This is an optimization exercise on Yosys and OpenROAD, whose aim is small area, not a production implementation. The RTL was checked by simulation tests, not by an equivalence proof against the original design.

<file path="flow/config.mk">
export PLATFORM = sky130hd
export DESIGN_NAME = act_n_weight_ctrlr
export DESIGN_NICKNAME = act_n_weight_ctrlr
export VERILOG_FILES = /design/flow/design.v
export SDC_FILE = /design/flow/constraint.sdc
export NUM_CORES = 4
export LEC_CHECK = 0
export CAP_MARGIN = 20
export CORE_MARGIN = 2
export CORE_UTILIZATION = 40
export SLEW_MARGIN = 20
</file>
<file path="flow/run.sh">
#!/bin/bash
# synth_recipe.tcl (not shown) runs the flow's synth.tcl, then flattens the netlist and writes it again
# the make line also repeats each setting of config.mk as NAME=value (left out here)
make -C /OpenROAD-flow-scripts/flow DESIGN_CONFIG=/design/flow/config.mk WORK_HOME=/design/flow/orfs CLKGATE_MAP_FILE= SYNTH_SCRIPT=/design/flow/synth_recipe.tcl finish
</file>
<file path="flow/design.v">
`timescale 1ns / 1ps
module act_n_weight_ctrlr #(
    parameter ADDR_IN           = 20,            
    parameter ADDR_W            = 18,            
    parameter ACT_PER_CORE      = 11,
    parameter WEIGHT_PER_CORE   = 9,
    parameter NUM_DENSE_CORE    = 8,
    parameter NUM_SPARSE_CORE   = 4,
    parameter INPUT_BW          = 8,             
    parameter OUTPUT_BW         = 8              
)(
    input                       clk,
    input                       resetn,
    input  wire start,           
    output wire done,            
    input  wire [9:0] TOTAL_IC,
    input  wire [5:0] OC,
    input  wire [5:0] IMG_H,
    input  wire [5:0] IMG_W,
    input  wire [2:0] K,
    input  wire signed [INPUT_BW-1:0]   input_mem_data,
    output wire [ADDR_IN-1:0]           input_mem_addr,
    output                              input_mem_en,
    input  wire signed [INPUT_BW-1:0]   weight_mem_data,
    output wire [ADDR_W-1:0]            weight_mem_addr,
    output                              weight_mem_en,
    output wire signed [INPUT_BW-1:0]   act_row_mem_data,
    output wire [ACT_PER_CORE-1:0]      act_row_mem_addr,
    output wire signed [INPUT_BW-1:0]       weight_row_mem_data,
    output wire [WEIGHT_PER_CORE-1:0]       weight_row_mem_addr,
    input wire [NUM_DENSE_CORE-1:0]     which_dense_core_done,
    input wire [NUM_SPARSE_CORE-1:0]    which_sparse_core_done,
    output wire [NUM_DENSE_CORE-1:0]        which_dense_core_start,
    output wire [NUM_SPARSE_CORE-1:0]       which_sparse_core_start
    );
    wire [5:0] input_img_h        = IMG_H + K - 1;
    wire [5:0] input_img_w        = IMG_W + K - 1;
    wire [ADDR_IN-1:0] max_elems_input_mem    = input_img_h * input_img_w * TOTAL_IC; 
    wire [ADDR_W-1:0]  max_elems_weight_mem   = K * K * TOTAL_IC * OC; 
    wire [12:0] weight_ic_offset   = K * K * (TOTAL_IC);
    wire [10:0] act_per_core       = (input_img_h * input_img_w);  
    wire [8:0]  weight_per_core    = (K * K * OC);                 
    reg [1:0] ic_per_core_cnt;
    reg       was_dense_core_q;   
    localparam LOG2_NUM_DENSE_CORE  = $clog2(NUM_DENSE_CORE);
    localparam LOG2_NUM_SPARSE_CORE = $clog2(NUM_SPARSE_CORE);
    reg [NUM_DENSE_CORE-1:0]        dense_core_ready;
    reg [NUM_SPARSE_CORE-1:0]       sparse_core_ready;
    reg [LOG2_NUM_DENSE_CORE-1:0]   dense_core_check_cnt;
    reg [LOG2_NUM_SPARSE_CORE-1:0]  sparse_core_check_cnt;
    reg get_core;
    reg [5:0] sparsity_cnt;
    reg [5:0] sparse_amount;
    reg [ADDR_IN-1:0] input_mem_addr_reg;
    reg [ADDR_W-1:0]  weight_mem_addr_reg;
    reg [10:0]  input_per_core_cnt;
    reg [10:0]  weight_per_core_cnt;
    reg [2:0] state, n_state;
    localparam IDLE                 = 3'd0;
    localparam SPARSE_CHECK         = 3'd1;
    localparam DENSE_CORE_CHECK     = 3'd2;
    localparam SPARSE_CORE_CHECK    = 3'd3;
    localparam LOAD_DENSE_DATA      = 3'd4;
    localparam LOAD_SPARSE_DATA     = 3'd5;
    localparam IS_DONE              = 3'd6;
    localparam DONE                 = 3'd7;
    wire was_dense_core = (state == LOAD_DENSE_DATA)  ? 1'b1 :
                          (state == LOAD_SPARSE_DATA) ? 1'b0 : was_dense_core_q;
    always @(posedge clk or negedge resetn) begin
        if(~resetn) was_dense_core_q <= 1'b0;
        else        was_dense_core_q <= was_dense_core;
    end
    assign input_mem_addr   = (state == SPARSE_CHECK) ? (input_mem_addr_reg + sparsity_cnt) : input_mem_addr_reg;
    assign input_mem_en     = (state != IDLE);
    reg [8:0]     weight_oc_iter;     
    reg [9:0]     weight_current_ic;
    reg [3:0]     weight_ic_cnt;
    assign weight_mem_addr  = weight_oc_iter * weight_ic_offset + weight_current_ic * K * K + weight_ic_cnt;
    assign weight_mem_en    = (state != IDLE);
    reg [10:0]  input_per_core_cnt_delay;
    reg [10:0]  weight_per_core_cnt_delay;
    always @(posedge clk or negedge resetn) begin
        if(~resetn) begin
            input_per_core_cnt_delay    <= 0;
            weight_per_core_cnt_delay   <= 0;
        end
        else begin 
            input_per_core_cnt_delay    <= input_per_core_cnt;
            weight_per_core_cnt_delay   <= weight_per_core_cnt;
        end
    end
    assign act_row_mem_data = input_mem_data;
    assign act_row_mem_addr = input_per_core_cnt_delay;
    assign weight_row_mem_data  = weight_mem_data;
    assign weight_row_mem_addr  = weight_per_core_cnt_delay;
    assign done = (state==DONE);
    always @(posedge clk or negedge resetn) begin
        if(~resetn) state <= IDLE;
        else state <= n_state;
    end
     always @(*) begin
        case (state)
        IDLE : begin 
            if(start) begin
                n_state = SPARSE_CHECK;
            end               
            else n_state = IDLE;
        end
        SPARSE_CHECK : begin
            if(ic_per_core_cnt > 0) begin
                if(was_dense_core)  n_state = LOAD_DENSE_DATA;
                else                n_state = LOAD_SPARSE_DATA;
            end
            else if(sparsity_cnt >= (input_img_w-1)) begin
                if(2*sparse_amount >= (input_img_w-1))   n_state = SPARSE_CORE_CHECK;    
                else                                     n_state = DENSE_CORE_CHECK;
            end
            else                                         n_state = SPARSE_CHECK;
        end
        DENSE_CORE_CHECK : begin
            if(get_core == 1)                              n_state = LOAD_DENSE_DATA;
            else                                           n_state = DENSE_CORE_CHECK;
        end
        SPARSE_CORE_CHECK : begin
            if(get_core == 1)                              n_state = LOAD_SPARSE_DATA;
            else                                           n_state = SPARSE_CORE_CHECK;
        end
        LOAD_DENSE_DATA : begin
            if(input_per_core_cnt >= (act_per_core - 1) && weight_per_core_cnt >= (weight_per_core - 1)) n_state = IS_DONE;
            else n_state = LOAD_DENSE_DATA;
        end
        LOAD_SPARSE_DATA : begin
            if(input_per_core_cnt >= (act_per_core - 1) && weight_per_core_cnt >= (weight_per_core - 1)) n_state = IS_DONE;
            else n_state = LOAD_SPARSE_DATA;
        end
        IS_DONE : begin
            if(input_mem_addr_reg >= (max_elems_input_mem-1) && weight_mem_addr_reg >=( max_elems_weight_mem-1))    n_state = DONE;
            else                                                                                                    n_state = SPARSE_CHECK;
        end
        DONE : begin
            n_state = IDLE;
        end
        default :  n_state = IDLE;
        endcase
    end
    always @(posedge clk or negedge resetn) begin
        if(~resetn) begin
            sparsity_cnt    <= 0;
            sparse_amount   <= 0;
        end
        else begin
            case (state)
                IDLE : begin
                    sparsity_cnt    <= 0;
                    sparse_amount   <= 0;      
                end
                SPARSE_CHECK : begin
                    sparsity_cnt    <= sparsity_cnt + 1;
                    if (input_mem_data == 0) begin
                        sparse_amount <= sparse_amount + 1;
                    end
                end
                default :  begin
                    sparsity_cnt    <= 0;
                    sparse_amount   <= 0;
                end
            endcase
        end
    end
    always @(posedge clk or negedge resetn) begin
        if(~resetn) begin
            dense_core_ready        <= 0;
            sparse_core_ready       <= 0;
            get_core                <= 0;
        end
        else begin
            case (state)
                IDLE : begin
                    dense_core_ready        <= dense_core_ready;
                    sparse_core_ready       <= sparse_core_ready;
                    get_core                <= 0;
                end
                DENSE_CORE_CHECK : begin
                    if(which_dense_core_done[dense_core_check_cnt] == 1) begin
                        dense_core_ready[dense_core_check_cnt] <= 0;
                    end
                    if(dense_core_ready[dense_core_check_cnt] == 0 && get_core == 0) begin
                        get_core    <= 1;
                        dense_core_ready[dense_core_check_cnt] <= 1;
                    end
                    else get_core    <= 0;
                end
                SPARSE_CORE_CHECK : begin
                    if(which_sparse_core_done[sparse_core_check_cnt] == 1) begin
                        sparse_core_ready[sparse_core_check_cnt] <= 0;
                    end
                    if(sparse_core_ready[sparse_core_check_cnt] == 0 && get_core == 0) begin
                        get_core    <= 1;
                        sparse_core_ready[sparse_core_check_cnt] <= 1;
                    end
                    else get_core    <= 0;
                end
                default :  begin
                    dense_core_ready        <= dense_core_ready;
                    sparse_core_ready       <= sparse_core_ready;
                    get_core                <= 0;
                end
            endcase
        end
    end
    always @(posedge clk or negedge resetn) begin
        if(~resetn) begin
            dense_core_check_cnt    <= 0;
            sparse_core_check_cnt   <= 0;
        end
        else begin
            case (state)
                IDLE : begin
                    dense_core_check_cnt    <= 0;
                    sparse_core_check_cnt   <= 0;        
                end
                DENSE_CORE_CHECK : begin
                    if(dense_core_check_cnt >= NUM_DENSE_CORE-1)    dense_core_check_cnt    <= 0;
                    else if (get_core == 1)                         dense_core_check_cnt    <= dense_core_check_cnt;
                    else                                            dense_core_check_cnt    <= dense_core_check_cnt + 1;
                end
                SPARSE_CORE_CHECK : begin
                    if(sparse_core_check_cnt >= NUM_SPARSE_CORE-1)  sparse_core_check_cnt    <= 0;
                    else if (get_core == 1)                         dense_core_check_cnt    <= dense_core_check_cnt;
                    else                                            sparse_core_check_cnt    <= sparse_core_check_cnt + 1;
                end
                default :  begin
                    dense_core_check_cnt    <= dense_core_check_cnt;
                    sparse_core_check_cnt   <= sparse_core_check_cnt;
                end
            endcase
        end
    end
    always @(posedge clk or negedge resetn) begin
        if(~resetn) begin
            input_mem_addr_reg    <= 0;
            input_per_core_cnt    <= 0;
            weight_mem_addr_reg   <= 0;
            weight_per_core_cnt   <= 0;
            weight_ic_cnt         <= 0;
            weight_oc_iter        <= 0;
        end
        else begin
            case (state)
                IDLE : begin
                    input_mem_addr_reg     <= 0;
                    weight_mem_addr_reg    <= 0;
                    input_per_core_cnt     <= 0;
                    weight_per_core_cnt    <= 0;
                    weight_ic_cnt          <= 0;
                    weight_oc_iter  <= 0;
                end
                LOAD_DENSE_DATA : begin
                    input_mem_addr_reg   <= input_mem_addr_reg + 1;
                    input_per_core_cnt   <= input_per_core_cnt + 1;
                    if(weight_per_core_cnt == weight_per_core) begin
                        weight_mem_addr_reg  <= weight_mem_addr_reg;
                        weight_per_core_cnt  <= weight_per_core_cnt; 
                    end
                    else begin
                        weight_mem_addr_reg  <= weight_mem_addr_reg + 1;
                        weight_per_core_cnt  <= weight_per_core_cnt + 1;
                        if(weight_ic_cnt == K*K-1) begin
                            weight_ic_cnt           <= 0;
                            weight_oc_iter   <= weight_oc_iter + 1;
                        end
                        else begin
                            weight_ic_cnt <= weight_ic_cnt + 1;
                        end
                    end
                end
                LOAD_SPARSE_DATA : begin
                    input_mem_addr_reg   <= input_mem_addr_reg + 1;
                    input_per_core_cnt   <= input_per_core_cnt + 1;
                    if(weight_per_core_cnt == weight_per_core) begin
                        weight_mem_addr_reg  <= weight_mem_addr_reg;
                        weight_per_core_cnt  <= weight_per_core_cnt; 
                    end
                    else begin
                        weight_mem_addr_reg  <= weight_mem_addr_reg + 1;
                        weight_per_core_cnt  <= weight_per_core_cnt + 1;
                        if(weight_ic_cnt == K*K-1) begin
                            weight_ic_cnt           <= 0;
                            weight_oc_iter   <= weight_oc_iter + 1;
                        end
                        else begin
                            weight_ic_cnt <= weight_ic_cnt + 1;
                        end
                    end
                end
                default :  begin
                    input_mem_addr_reg     <= input_mem_addr_reg;
                    input_per_core_cnt     <= 0;
                    weight_mem_addr_reg    <= weight_mem_addr_reg;
                    weight_per_core_cnt    <= 0;
                    weight_ic_cnt          <= 0;
                    weight_oc_iter  <= 0;
                end
            endcase
        end
    end
    always @(posedge clk or negedge resetn) begin
        if(~resetn) begin
            weight_current_ic    <= 0;
            ic_per_core_cnt      <= 0;
        end
        else begin
            case (state)
                IDLE : begin
                    weight_current_ic      <= 0;
                    ic_per_core_cnt        <= 0;
                end
                IS_DONE : begin
                    weight_current_ic    <= weight_current_ic + 1;
                    if(K!=3 && (ic_per_core_cnt < 2)) ic_per_core_cnt <= ic_per_core_cnt + 1;
                    else                              ic_per_core_cnt <= 0;
                end
                default :  begin
                    weight_current_ic    <= weight_current_ic;
                    ic_per_core_cnt      <= ic_per_core_cnt;
                end
            endcase
        end
    end
    reg [NUM_DENSE_CORE-1:0]        which_dense_core_start_reg;
    reg [NUM_SPARSE_CORE-1:0]       which_sparse_core_start_reg;
    assign which_dense_core_start   = which_dense_core_start_reg;
    assign which_sparse_core_start  = which_sparse_core_start_reg;
    reg get_core_delay;
    reg [LOG2_NUM_DENSE_CORE-1:0]   dense_core_check_cnt_delay, dense_core_check_cnt_delay2;
    reg [LOG2_NUM_SPARSE_CORE-1:0]  sparse_core_check_cnt_delay, sparse_core_check_cnt_delay2;
    always @(posedge clk or negedge resetn) begin
        if(~resetn) begin
            get_core_delay <= 0;
            dense_core_check_cnt_delay  <= 0; dense_core_check_cnt_delay2  <= 0;
            sparse_core_check_cnt_delay <= 0; sparse_core_check_cnt_delay2 <= 0;
        end
        else begin
            get_core_delay <= get_core;
            dense_core_check_cnt_delay  <= dense_core_check_cnt;  dense_core_check_cnt_delay2  <= dense_core_check_cnt_delay;
            sparse_core_check_cnt_delay <= sparse_core_check_cnt; sparse_core_check_cnt_delay2 <= sparse_core_check_cnt_delay;
        end
    end
    always @(posedge clk or negedge resetn) begin
        if(~resetn) begin
            which_dense_core_start_reg        <= 0;
            which_sparse_core_start_reg       <= 0;
        end
        else begin
            if(get_core_delay && was_dense_core) begin
                which_dense_core_start_reg[dense_core_check_cnt_delay2] <= 1;  
            end
            else if(get_core_delay && !was_dense_core) begin
                which_sparse_core_start_reg[sparse_core_check_cnt_delay2] <= 1;  
            end
            else begin
                which_dense_core_start_reg  <= 0;
                which_sparse_core_start_reg <= 0;
            end
        end
    end
endmodule
</file>
<file path="flow/constraint.sdc">
create_clock -name core_clock -period 15.0 [get_ports {clk}]
set_input_delay 3.0000 -clock core_clock [delete_from_list [all_inputs] [get_ports {clk}]]
set_output_delay 3.0000 -clock core_clock [all_outputs]
set_load 0.01 [all_outputs]
</file>
==> summary.md <==
| Metric | Value |
|---|---|
| Outcome | no timing/DRC/antenna violations |
| Startpoint types | input pin |
| Max reg flops | 20 |
| Crit. End Element | primary output |
| Num ports | between 150 and 200 |
| Vias in the first global route | 21223 |
| Total Die Area | 0.06766 mm^2 |
| Final number of setup-violating endpoints | 0 |
| Die height | 260.1 um |
| Reg clk slew, reported paths | 80 ps |
| Layout fillers | 6417 |
| Class of the worst hold path | reg -> reg |
| Achievable Freq | 68.92 MHz |
| Clk_skew | 12.58 ps |
| Total number of vias | 20252 |
| H-Tree Depth | 4 |
| Commonest non-fill, non-tap cells in the layout | 449 x inv_1, 379 x nand2_1, 313 x ha_1, 304 x fa_1, 162 x dfrtp_1 |
| CP peak stage delay | 560 ps |
| CP required | ~12000 ps |
| Post-cts hold buffer count | 0 |
| Crit-path slowest cell | fa_1 |
| Type of the worst setup path | in -> out |
| Reg2reg setup slack | 11820 ps |
| Syn_nets | 3681 |
| Latest clock arrival within the worst-skew pair | approximately 500 ps |
| Async SR Flop Fraction | 100.0% |
| CP startpoint | K[2] |
| Clk root buf | clkbuf_16 |
| Row cnt | 93 |
| CTS Sinks | 162 |
| Netlist cell types | 92 |
| Slew HR | 37.22% |
| Sequential cell area fraction in the yosys report | 15.45% |
| Synthesized area per cell | between 8 and 9 um^2 |
| CTS tree | done |
| Share of layout cells above drive strength 1 | ~5.8% |
| Post-Layout Cell Count | 3981 |
| Synth Register Bits | 162 |
| Vias per cell | 5.087 |
| Horiz. Die Dim | 260.1 um |
| GRT Overall Usage | 20.02% |
| Post-DRT Antenna Nets | 0 |
| Final WL | 63060 um |
| Setup_tns | 0 ps |
| Post-layout min period | 14510 ps |
| HPWL after detailed placement | ~51000 um |
| Max-Cap Viols | 0 |
| Crit path DAT | about 12000 ps |
| Critical Path Fanout Max | 10 |
| Initial antenna violation count | 2 |
| R2R cell count | 10 |
| RSZ-0062 raised after global routing | no |
| CTS buffer count | 17 |
| Synth area leader | fa_1 |
| Largest cells by area after synthesis | fa_1 23%, dfrtp_1 15%, ha_1 15% |
| GP Congestion | between 0.8 and 0.9 |
| Buffers on Ports | 134 |
| Post-synth EDFFs | 0 |
| Commonest non-fill, non-tap cell in the layout | inv_1 |
| Critical Path Sink | weight_mem_addr[16] |
| Slew Viols, Final | 0 |
| Fin nets | 3795 |
| Cells after synthesis | 2998 |
| Final Hold Fails | 0 |
| Post-synth top area share | 23.27% |
| Multi-input gate area | roughly 0.02 mm^2 |
| Register area | 0.004054 mm^2 |
| Initial core utilization | 40.55% |
| Most frequent CP cell | fa_1 |
| Synth-to-layout area growth | 12.19% |
| CORE AREA | 0.06470 mm^2 |
| 1st-iter DRT viols | 969 |
| Reg-to-Reg Start | weight_per_core_cnt[0] |
| End of the worst register-to-register path | weight_mem_addr_reg[5] |
| DRC violations left | 0 |
| First-pass GRT wire length | 108900 um |
| Largest net degree at the start of global routing | 94 |
| Slew @ Worst Pin | 941.6 ps |
| Router iterations before antenna repair | 5 |
| Post-synth top flop | dfrtp_1 |
| Dpl cells | 3939 |
| Synth warnings | 1 |
| Total grt overflow | 0 |
| CTS Buffer Depth | 2 |
| Post-Synthesis Cell Area | 0.02624 mm^2 |
| WL/cell | between 15 and 20 um |
| Period utilization | 96.73% |
-- worst max-delay path, delay by kind of cell --
family | cells | cell delay [ps]
and+or+nand+nor | 5 | 770
xor gates and xnor gates | 2 | 350
adders and majority gates | 11 | 4990
AOI/OAI and AO/OA | 6 | 910
buffers and inverters | 7 | 1480
-- area by class of cell --
cell class | count | area share [%]
Multi-Input combinational cell | 2260 | 68.01
Sequential cell | 162 | 13.77
Timing Repair Buffer | 219 | 6.741
Inverter | 452 | 5.764
Tap cell | 855 | 3.634
Clock buffer | 17 | 1.445
Clock inverter | 15 | 0.6248
Antenna cell | 1 | 0.008501
-- cells in the mapped netlist, drive strengths merged, types with 5 or more instances --
cell type / number
nand2b: 29
a31oi: 21
o211ai: 15
nand3: 64
mux2i: 7
or3: 18
or4: 6
nand4: 27
o21ai: 94
nor3: 34
nor2: 153
buf: 23
nand3b: 6
ha: 316
or2: 6
mux2: 5
and2: 152
nor4b: 5
a211oi: 9
and3: 76
o21a: 13
nor4: 14
o31ai: 14
inv: 450
o21bai: 8
xor2: 88
a21boi: 5
a21oi: 79
xnor3: 5
xnor2: 128
clkbuf: 101
nor2b: 42
nor3b: 10
dfrtp: 162
a21o: 49
o2111ai: 9
nand2: 379
a22o: 14
fa: 305
mux4: 6
-- timing repair --
item | CTS | global route
cloned | 0 | 1
pin swaps | 0 | 3
endpoints found under the setup margin | 1 | 8
buffers inserted | 0 | 8
resized for setup | 2 | 13
-- how the worst min path moves through the flow --
| stage | start | end | slack (ps) | cells past startpoint |
|---|---|---|---|---|
| after floorplan | dense_core_check_cnt_delay[0] | dense_core_check_cnt_delay2[0] | 330 | 0 |
| after global placement | dense_core_check_cnt_delay[1] | dense_core_check_cnt_delay2[1] | 330 | 0 |
| after detailed placement | dense_core_check_cnt_delay[0] | dense_core_check_cnt_delay2[0] | 330 | 0 |
| after CTS | dense_core_check_cnt_delay[0] | dense_core_check_cnt_delay2[0] | 350 | 0 |
| after global routing | dense_core_check_cnt_delay[2] | dense_core_check_cnt_delay2[2] | 360 | 0 |
| final | dense_core_check_cnt_delay[0] | dense_core_check_cnt_delay2[0] | 350 | 0 |
-- stage by stage --
stage                     worst slack, ps  hold slack [ps]  area [um^2]  utilization (%)
after global routing                22.17            359.8        29440            45.50
final                               490.8            351.9        29440            45.50
after detailed placement            16.32            334.7        28690            44.34
after CTS                           68.52            353.8        29320            45.31
after global placement              88.31            333.0        28690            44.34
after floorplan                     714.6            331.2        26240                -
-- cells by family after synthesis --
logic type                 Yosys count  synth area share (%)
adders and majority gates          621                 38.34
DFF                                162                 15.45
muxes                               18                0.9967
xor gates and xnor gates           221                 7.701
buffers and inverters              576                 8.503
and+or+nand+nor                   1030                 19.49
AOI/OAI and AO/OA                  370                 9.514
-- layer usage --
| metal | track usage (%) | wire, um |
|---|---|---|
| met3 | 2.710 | 2106 |
| met4 | 4.825 | 1116 |
| met5 | 0 | 13 |
| met2 | 33.53 | 29920 |
| met1 | 27.37 | 29900 |

separate check: timing with driven ports:
The results above use ideal ports. As a check the final layout listed here was re-extracted and re-timed, cells and wires unchanged.
Step 1 assumes that a clkbuf_16 drives the clock port and a buf_2 every other input.
Step 2 moves the port delays by t, midway between the first and last clock arrival at a register: inputs arrive t later, outputs are due t later. That takes back most of the time a late clock gives input paths.
Slacks: ideal / step 1 / step 2; pairs: ideal / step 1.
t (ns): 0.543
setup WS [ns]: 0.491 / 0.467 / 0.427
clock arrival spread, ns: 0.015 / 0.014
worst data-port slew with drivers (ns): 0.11
pins driven straight from the clock port: 1
After both steps setup and hold are still met in this run. For this run, drivers alone change the setup slack by -0.024 ns; drivers and shift together by -0.064 ns.
